This is an optimization exercise on Yosys and OpenROAD, whose aim is small area, a short achievable clock period and few clock cycles per item, not a production implementation.
The RTL was checked by simulation tests, not by an equivalence proof against the original design.
Power is estimated from default activity; no workload was simulated.

## matrix_multiplier_v2
module matrix_multiplier_v2
# (
    parameter ADDR_WIDTH = 17,
    parameter DATA_WIDTH = 32
)
(
    input clk,
    input rst,
    input start,
    input [DATA_WIDTH - 1 : 0] x_data,
    input [DATA_WIDTH - 1 : 0] y_data,
    input [ADDR_WIDTH - 1 : 0] x_rows,
    input [ADDR_WIDTH - 1 : 0] y_cols,
    input [ADDR_WIDTH - 1 : 0] x_cols_y_rows,
    output reg [ADDR_WIDTH - 1 : 0] x_addr,
    output reg [ADDR_WIDTH - 1 : 0] y_addr,
    output reg [ADDR_WIDTH - 1 : 0] z_addr,
    output reg [DATA_WIDTH - 1 : 0] z_data,
    output reg z_wen,
    output reg busy
);
Size: ~2800 cells after synthesis, roughly 500 flip-flops.
==> flow/config.mk <==
export PLATFORM = sky130hd
export DESIGN_NAME = matrix_multiplier_v2
export DESIGN_NICKNAME = matrix_multiplier_v2
export VERILOG_FILES = /design/flow/design.v
export SDC_FILE = /design/flow/constraint.sdc
export NUM_CORES = 4
export LEC_CHECK = 0
export CAP_MARGIN = 20
export CORE_MARGIN = 2
export CORE_UTILIZATION = 75
export CTS_CLUSTER_DIAMETER = 100
export CTS_CLUSTER_SIZE = 28
export GPL_TIMING_DRIVEN = 0
export SLEW_MARGIN = 20
export SYNTH_HIERARCHICAL = 1
export SYNTH_MINIMUM_KEEP_SIZE = 0
==> flow/constraint.sdc <==
create_clock -name core_clock -period 8.5 [get_ports {clk}]
set_input_delay 1.7000 -clock core_clock [delete_from_list [all_inputs] [get_ports {clk}]]
set_output_delay 1.7000 -clock core_clock [all_outputs]
set_load 0.01 [all_outputs]
standard.sh (not shown) runs the stock make flow with config.mk's settings and CLKGATE_MAP_FILE= SYNTH_SCRIPT=/design/flow/synth_recipe.tcl, a recipe that flattens the netlist after the stock synthesis.
==> flow/flow/run.sh <==
#!/bin/bash
# The standard layout, with the ports buffered by a plain buffer
# instead of the delay cell buffer_ports picks by default.
set -euo pipefail
bash standard.sh "BUFFER_PORTS_ARGS=-buffer_cell sky130_fd_sc_hd__buf_1" SETUP_SLACK_MARGIN=5.65 finish > standard.log 2>&1
The first run completed without violations.
Testbench counts at the start, summed over its fixed seeds: cycles 9,759, items 95.
Edit:
==> flow/flow/run.sh (replaced) <==
#!/bin/bash
# The standard layout, with the ports buffered by a plain buffer
# instead of the delay cell buffer_ports picks by default.
set -euo pipefail
bash standard.sh "BUFFER_PORTS_ARGS=-buffer_cell sky130_fd_sc_hd__buf_2" SETUP_SLACK_MARGIN=5.5 finish > standard.log 2>&1
CORE_UTILIZATION = 60   (was 75)
CTS_CLUSTER_SIZE = 20   (was 28)
GPL_TIMING_DRIVEN = default   (was 0)
What happened: Power decreases by 22%. Critical path depth went down by 9. Count of clock-buffer cells in the layout came out higher by 9.
Edit:
==> flow/flow/run.sh (replaced) <==
#!/bin/bash
# The standard layout, with the ports buffered by a plain buffer
# instead of the delay cell buffer_ports picks by default.
set -euo pipefail
bash standard.sh "BUFFER_PORTS_ARGS=-buffer_cell sky130_fd_sc_hd__buf_1" SETUP_SLACK_MARGIN=5.65 finish > standard.log 2>&1
CORE_UTILIZATION = 75   (was 60)
Effect: The new run completed without violations. Routed wire length went down by a few percent. Power increases slightly. Design area fell slightly.
Edit:
==> flow/flow/run.sh (replaced) <==
#!/bin/bash
# The standard layout, with the ports buffered by a plain buffer
# instead of the delay cell buffer_ports picks by default.
set -euo pipefail
bash standard.sh "BUFFER_PORTS_ARGS=-buffer_cell sky130_fd_sc_hd__buf_1" SETUP_SLACK_MARGIN=5.3 finish > standard.log 2>&1
CORE_UTILIZATION = 60   (was 75)
After rerunning: The new run passed the timing, DRC and antenna checks; global-route usage is lower by 6.1 points; final area is lower by about 0.7%; critical path depth is higher by 1; final cell count is higher by 4.7%; area after synthesis does not change; non-clock buffer count is lower by 9; total power is lower by about 1.5%; maximum frequency is lower by about 7%; clock power is higher by about 7%; count of clock-buffer cells in the layout does not change.
Edit:
==> flow/flow/run.sh (replaced) <==
#!/bin/bash
# The standard layout, with the ports buffered by a plain buffer
# instead of the delay cell buffer_ports picks by default.
set -euo pipefail
bash standard.sh "BUFFER_PORTS_ARGS=-buffer_cell sky130_fd_sc_hd__buf_1" SETUP_SLACK_MARGIN=5.65 finish > standard.log 2>&1
CORE_UTILIZATION = 85   (was 60)
=> The new run passed the timing, DRC and antenna checks. Worst setup slack gets better by 0.094 ns. Via count went up by about 10%. First-iteration DRC count went up by about 100%. Clock power went down by about 6%. Wire length went up by 12%. Final cell count went down by about 6.6%. Clock-buffer cell count stays the same.
Edit:
==> flow/flow/run.sh (replaced) <==
#!/bin/bash
# The standard layout, with the ports buffered by a plain buffer
# instead of the delay cell buffer_ports picks by default.
set -euo pipefail
bash standard.sh "BUFFER_PORTS_ARGS=-buffer_cell sky130_fd_sc_hd__buf_1" SETUP_SLACK_MARGIN=5.6 finish > standard.log 2>&1
CORE_UTILIZATION = 75   (was 85)
CTS_CLUSTER_SIZE = 28   (was 20)
=> Wire length came out lower by 13%. Combinational power came out lower by 10%. Power came out lower by 7.0%. Hold slack loses 0.0032 ns. Cell count came out higher by 1.5%. Die area came out higher by 13%. Synthesized area stays the same.

---

run 1:
Another version of the RTL of matrix_multiplier_v2 (not shown whole).
Size: about 2800 cells after synthesis.
==> flow/config.mk <==
export PLATFORM = sky130hd
export DESIGN_NAME = matrix_multiplier_v2
export DESIGN_NICKNAME = matrix_multiplier_v2
export VERILOG_FILES = /design/flow/design.v
export SDC_FILE = /design/flow/constraint.sdc
export NUM_CORES = 4
export LEC_CHECK = 0
export CAP_MARGIN = 20
export CORE_MARGIN = 2
export CORE_UTILIZATION = 40
export SETUP_SLACK_MARGIN = 5
export SLEW_MARGIN = 20
export SYNTH_HIERARCHICAL = 1
export SYNTH_MINIMUM_KEEP_SIZE = 0
==> flow/constraint.sdc <==
create_clock -name core_clock -period 8.5 [get_ports {clk}]
set_input_delay 1.7000 -clock core_clock [delete_from_list [all_inputs] [get_ports {clk}]]
set_output_delay 1.7000 -clock core_clock [all_outputs]
set_load 0.01 [all_outputs]
==> flow/flow/run.sh <==
#!/bin/bash
# The standard layout, with the ports buffered by a plain buffer
# instead of the delay cell buffer_ports picks by default.
set -euo pipefail
bash standard.sh "BUFFER_PORTS_ARGS=-buffer_cell sky130_fd_sc_hd__buf_2" SETUP_SLACK_MARGIN=5.5 finish > standard.log 2>&1
Testbench counts of run 1, summed over its fixed seeds: cycles 9,759, items 95.
The following lists how run 2 was set up differently from run 1:
- putting CTS_CLUSTER_SIZE at 20 where nothing was set
- clearing SETUP_SLACK_MARGIN, which used to be 5
- swapping 40 for 60 in CORE_UTILIZATION
- putting CTS_CLUSTER_DIAMETER at 100 where nothing was set
### Flow results
Against run 1, clock buffer count from CTS in run 2 fell by more than a quarter.
Compound-cell area share of the yosys netlist came out exactly the same in run 1 and run 2.
Run 2 vs run 1 — fraction of power consumed by the clock network dropped 7.7 points.
Power: run 2 draws less than run 1
Run 2 vs run 1 — area of placed instances dropped slightly
When run 2 is measured against run 1, its count of clock-net buffers in the final layout turns out 46% lower.
Combinational group share of total power in run 2 is 4.4 points higher than in run 1
The fraction of standard cell area in multi-input logic reported for run 2 is greater than that of run 1 by 2.6 points.
Between run 1 and run 2, the share of the core filled with cells in the final layout is higher for run 2.
Run 1 has lower worst setup slack than run 2.

---

== build 74 ==
matrix_multiplier_v2 with an RTL version that a note above also has.
For scale: roughly 2800 cells after synthesis, about 500 flip-flops, ~200 I/O pins.
==> flow/config.mk <==
export PLATFORM = sky130hd
export DESIGN_NAME = matrix_multiplier_v2
export DESIGN_NICKNAME = matrix_multiplier_v2
export VERILOG_FILES = /design/flow/design.v
export SDC_FILE = /design/flow/constraint.sdc
export NUM_CORES = 4
export LEC_CHECK = 0
export CAP_MARGIN = 20
export CORE_MARGIN = 2
export CORE_UTILIZATION = 60
export CTS_CLUSTER_DIAMETER = 100
export CTS_CLUSTER_SIZE = 20
export SLEW_MARGIN = 20
export SYNTH_HIERARCHICAL = 1
export SYNTH_MINIMUM_KEEP_SIZE = 0
==> flow/constraint.sdc <==
create_clock -name core_clock -period 8.5 [get_ports {clk}]
set_input_delay 1.7000 -clock core_clock [delete_from_list [all_inputs] [get_ports {clk}]]
set_output_delay 1.7000 -clock core_clock [all_outputs]
set_load 0.01 [all_outputs]
==> flow/flow/run.sh <==
#!/bin/bash
# The standard layout, with the ports buffered by a plain buffer
# instead of the delay cell buffer_ports picks by default.
set -euo pipefail
bash standard.sh "BUFFER_PORTS_ARGS=-buffer_cell sky130_fd_sc_hd__buf_1" SETUP_SLACK_MARGIN=5.75 finish > standard.log 2>&1
Testbench counts of build 74, summed over its fixed seeds: cycles 9,759, items 95.
What build 72 does differently from build 74 at the input level:
- CTS_CLUSTER_SIZE now 28, was 20
- CORE_UTILIZATION now 75, was 60
[summary]
Changes observed in build 72 relative to build 74: final-layout clock buffer total decreased 8; final cell count without fillers now smaller; instance area at placement has decreased. Number of diodes for build 72: 2 down relative to build 74. Critical path capture point = z_data[28]: build 72; critical path capture point = z_addr[11]: build 74.
diff inputs: build 72 => build 23
- CTS_CLUSTER_SIZE: 28 -> 20
- CORE_UTILIZATION: 75 -> 60
==> flow/flow/run.sh <==
#!/bin/bash
# The standard layout, with the ports buffered by a plain buffer
# instead of the delay cell buffer_ports picks by default.
set -euo pipefail
bash standard.sh "BUFFER_PORTS_ARGS=-buffer_cell sky130_fd_sc_hd__buf_1" SETUP_SLACK_MARGIN=5.5 finish > standard.log 2>&1
Build 23 ran to completion and came out clean on the timing, DRC and antenna checks.
From build 72 to build 23 the numbers moved as follows: number of gates resized after CTS dropped 228, setup slack dropped 180 ps, maximum frequency dropped 0.022 GHz, clock share of power climbed 2.6 points.
A most common cell after layout, fill and taps aside of dfxtp_1 is what build 23 shows, while xnor2_1 belongs to build 72.
--- input diff build 23..build 19 ---
- CORE_UTILIZATION changed from 60 to 75
- CTS_CLUSTER_SIZE changed from 20 to 28
==> flow/flow/run.sh <==
#!/bin/bash
# The standard layout, with the ports buffered by a plain buffer
# instead of the delay cell buffer_ports picks by default.
set -euo pipefail
bash standard.sh "BUFFER_PORTS_ARGS=-buffer_cell sky130_fd_sc_hd__buf_1" SETUP_SLACK_MARGIN=5.65 finish > standard.log 2>&1
Results
- Side by side, relative contribution of the clock network to total power turned out lower in build 19 than in build 23.
- Between build 23 and build 19, the flow reports standby leakage power increasing slightly.
- Taking build 23 as the reference, in build 19 global-route usage has increased, largest fanout of any net on the critical path has increased.
#### Input delta (build 53 over build 19)
- CTS_CLUSTER_SIZE changed from 28 to 20
- ABC_AREA newly set to 1
==> summary.txt <==
Build 19 vs build 53, most frequent standard cell in the layout excluding fill and tap cells: dfxtp_1 vs nand2_1. Across both runs, overall die width was higher for build 53 than for build 19. Compared with build 19, build 53 shows die height that has gone up slightly. Compared with build 19, via count in build 53 increased by more than 10%. Between build 53 and build 19, minimum clock period after layout is higher for build 53, build 19 comes in under that. From build 19 to build 53 the numbers moved as follows: critical path data required time increased by 20 ps relative to the old numbers, count of clock-buffer cells in the layout increased by 8 relative to the old numbers, total non-filler cell area in the finished layout increased by 1400 sq um relative to the old numbers, fraction of synthesis flops using an asynchronous set or reset pin closely matched the old numbers.

afterwards: timing with drivers on the ports:
The flow's constraints put no driver on any port. The routed layouts listed below were extracted and timed again, unchanged, in two steps. Step 1: set_driving_cell puts a clkbuf_16 on clk and a buf_2 on each other input, an assumption about the parent block. Step 2 also shifts input and output timing later by t, the mid clock arrival at the registers, as if the neighbouring blocks saw the same clock. Slacks: ideal / step 1 / step 2; pairs: ideal / step 1.
| run | shift t [ns] | setup WS [ns] | hold slack, ns | worst data-port slew with drivers (ns) | cell pins on the clock port's net |
|---|---|---|---|---|---|
| the first run of note 1 | 0.628 | 5.537 / 5.537 / 5.109 | 0.326 / 0.326 / 0.326 | 0.05 | 1 |
| the second run of note 1 | 0.670 | 5.576 / 5.512 / 5.025 | 0.332 / 0.332 / 0.332 | 0.10 | 1 |
| the third run of note 1 | 0.651 | 5.663 / 5.615 / 5.075 | 0.319 / 0.319 / 0.319 | 0.06 | 1 |
| the fourth run of note 1 | 0.671 | 5.450 / 5.428 / 4.939 | 0.331 / 0.331 / 0.331 | 0.10 | 1 |
| the fifth run of note 1 | 0.661 | 5.544 / 5.544 / 5.095 | 0.333 / 0.333 / 0.333 | 0.07 | 1 |
| the sixth run of note 1 | 0.623 | 5.634 / 5.576 / 5.239 | 0.329 / 0.329 / 0.329 | 0.05 | 1 |
| run 1 | 0.674 | 5.487 / 5.489 / 4.815 | 0.323 / 0.323 / 0.323 | 0.11 | 1 |
| run 2 | 0.660 | 5.512 / 5.509 / 4.872 | 0.329 / 0.329 / 0.329 | 0.09 | 1 |
| build 74 | 0.665 | 5.704 / 5.641 / 5.223 | 0.329 / 0.329 / 0.329 | 0.10 | 1 |
| build 72 | 0.613 | 5.699 / 5.677 / 5.219 | 0.332 / 0.332 / 0.332 | 0.05 | 1 |
| build 23 | 0.663 | 5.516 / 5.494 / 4.996 | 0.332 / 0.332 / 0.332 | 0.11 | 1 |
| build 19 | 0.617 | 5.664 / 5.632 / 5.152 | 0.331 / 0.331 / 0.331 | 0.06 | 1 |
| build 53 | 0.656 | 5.588 / 5.588 / 5.153 | 0.327 / 0.327 / 0.327 | 0.11 | 1 |
After both steps every run listed still meets setup and hold. The setup slack of run 1, which loses most, moves by +0.002 ns with the drivers and by -0.672 ns with both steps.
